Context: an optimization exercise on an open-source flow, tuned for small area and a short achievable clock period. The choices shown serve that exercise and are no tape-out recipe. The RTL was checked by simulation tests, not by an equivalence proof against the original design.

==> inputs of trial 8 <==
==> flow/design.v (excerpt) <==
module float_add(clk, rst, i_cip, i_vstart, i_vector_length, i_sj, i_sk,
                 i_v0, i_v1, i_v2, i_v3, i_v4, i_v5, i_v6, i_v7,
                 o_busy, o_result, err);
    input  wire        clk;
    input  wire        rst;
    input  wire [15:0] i_cip;
    input  wire        i_vstart;
    input  wire [6:0]  i_vector_length;
    input  wire [63:0] i_sj;
    input  wire [63:0] i_sk;
    input  wire [63:0] i_v0;
    input  wire [63:0] i_v1;
    input  wire [63:0] i_v2;
    input  wire [63:0] i_v3;
    input  wire [63:0] i_v4;
    input  wire [63:0] i_v5;
    input  wire [63:0] i_v6;
    input  wire [63:0] i_v7;
    output reg  [63:0] o_result;
    output wire        o_busy;
    output wire        err;
    reg [6:0] reservation_time;
    reg       busy_q;
    reg       sel_s;
    reg [7:0] sel_j, sel_k;
    wire [6:0] rt_next = rst ? 7'h7f :
                         i_vstart ? i_vector_length :
                         (reservation_time != 7'h7f) ? reservation_time - 7'd1 :
                         reservation_time;
    wire       scalar_next = &rt_next;
    wire [7:0] j_dec = 8'd1 << i_cip[5:3];
    wire [7:0] k_dec = 8'd1 << i_cip[2:0];
    always @(posedge clk) begin
        reservation_time <= rt_next;
        busy_q <= ~rt_next[6] | (rt_next[5:0] == 6'd0);
        sel_s  <= scalar_next;
        sel_j  <= scalar_next ? 8'd0 : i_vstart ? j_dec : sel_j;
        sel_k  <= scalar_next ? 8'd0 : i_vstart ? k_dec : sel_k;
    end
    assign o_busy = busy_q;
    wire [63:0] a, b;
    fadd_sel u_sel_a(.s(sel_s), .v(sel_j), .xs(i_sj), .x0(i_v0), .x1(i_v1), .x2(i_v2),
  ...
export LEC_CHECK = 0
export CAP_MARGIN = 20
export CORE_MARGIN = 2
export CORE_UTILIZATION = 40
export SETUP_SLACK_MARGIN = 3.4
export SLEW_MARGIN = 20
export SYNTH_HIERARCHICAL = 1
create_clock -name core_clock -period 6.0 [get_ports {clk}]
run.sh (not shown) runs the stock make flow with config.mk's settings and CLKGATE_MAP_FILE= SYNTH_SCRIPT=/design/flow/synth_recipe.tcl, a recipe that flattens the netlist after the stock synthesis.
==> trial 78 (differences from trial 8) <==
==> flow/flow/run.sh (new file) <==
#!/bin/bash
# The standard layout (standard.sh: ORFS from synthesis to the final
# layout) with two changes:
#  - synthesis is the standard flow's own script (synth_recipe.tcl) except that Yosys's
#    abc pass runs flow/abc_map.script, a delay-targeted mapping
#    (dch + map -D 1200) in place of ORFS's default ABC script. Registers
#    are not touched by abc, so they are the standard synthesis's.
#  - the port buffers that ORFS inserts at placement are buf_1 cells.
#    Every input and output port still gets its own buffer.
# ORFS keeps each step's log in orfs/logs; make's output goes to
# standard.log here.
set -euo pipefail
here=$PWD
export BUFFER_PORTS_ARGS="-buffer_cell sky130_fd_sc_hd__buf_1"
export FLOW_ABC_SCRIPT=$here/flow/abc_map.script
cat flow/abc_proc.tcl synth_recipe.tcl > flow_synth.tcl
sed "s#SYNTH_SCRIPT=[^ ]*#SYNTH_SCRIPT=$here/flow_synth.tcl#" standard.sh > flow_standard.sh
grep -q "SYNTH_SCRIPT=$here/flow_synth.tcl" flow_standard.sh
bash flow_standard.sh > standard.log 2>&1
==> flow/flow/abc_map.script (new file) <==
strash
dch -f
map -D 1200
topo
stime -c
buffer -c
upsize -c -D 1200
dnsize -c -D 1200
==> flow/flow/abc_proc.tcl (new file) <==
# abc as the standard flow's synthesis calls it, but with the ABC script named by
# FLOW_ABC_SCRIPT (which carries its own delay target, so no -D)
proc abc {args} {
  set i [lsearch -exact $args -script]
  if {$i >= 0} { set args [lreplace $args $i [expr {$i + 1}]] }
  set j [lsearch -exact $args -D]
  if {$j >= 0} { set args [lreplace $args $j [expr {$j + 1}]] }
  yosys abc -script $::env(FLOW_ABC_SCRIPT) {*}$args
}
==> flow/standard.sh (new file) <==
#!/bin/bash
# synth_recipe.tcl (not shown) runs the flow's synth.tcl, then flattens the netlist and writes it again
# the make line also repeats each setting of config.mk as NAME=value (left out here)
make -C /OpenROAD-flow-scripts/flow DESIGN_CONFIG=/design/flow/config.mk WORK_HOME=/design/flow/orfs CLKGATE_MAP_FILE= SYNTH_SCRIPT=/design/flow/synth_recipe.tcl "${@:-finish}"
Settings changed: SETUP_SLACK_MARGIN 3.4 to 3.6.
removed: flow/run.sh
==> results.txt <==
status=timing/DRC/antenna clean; CP required=approximately 6.5 ns; Worst path depth=11; largest net degree at the start of global routing=slightly below 70; Area Growth Syn to Fin=32.4%; Avg Synthesized Cell Area=between 7 and 8 um2; met3 Resource Use GR=approximately 15%; tap cells=between 1000 and 1500; met1 usage=between 50% and 60%; Placed Area=~34000 um2
-- figures above: trial 78

==> results.txt <==
Worst path depth=10; initial antenna violation count=96; Area Growth Syn to Fin=39.7%; met3 Resource Use GR=14.5%; CP required=around 6.6 ns; met1 usage=roughly 50%; multi-input logic portion of the cell area=between 40% and 50%; WL met1=between 60 and 70 mm; Top Consumer=combinational cells; initial core utilization=40.3%; status=timing/DRC/antenna clean; Placed Area=40600 um2; largest net degree at the start of global routing=just under 90; Finished Core Util=a little under three fifths
-- figures above: trial 8

[what the ideal ports hide]
The flow's constraints put no driver on any port. The routed layouts listed below were extracted and timed again, unchanged, in two steps.
Step 1 (the two cells are an assumption about what drives the block):
set clk [get_ports {clk}]
set_driving_cell -lib_cell sky130_fd_sc_hd__clkbuf_16 $clk
set_driving_cell -lib_cell sky130_fd_sc_hd__buf_2 [delete_from_list [all_inputs] $clk]
Step 2, shift: input delay + t, output delay - t, t = (earliest + latest rising clock arrival at the registers) / 2. This alone moves slack from input paths to output paths.
a / b / c = no drivers / after step 1 / after step 2; a / b = the first two.
run | shift t [ns] | slack for setup (ns) | worst setup path at the end | worst slew at a driven data input, ns
trial 8 | 0.711 | 3.090 / 3.113 / 2.402 | input to register | 0.30
trial 78 | 0.714 | 3.407 / 3.431 / 2.717 | input to register | 0.30
After both steps every run listed still meets setup and hold. The setup slack of trial 78, which loses most, moves by +0.024 ns with the drivers and by -0.690 ns with both steps.
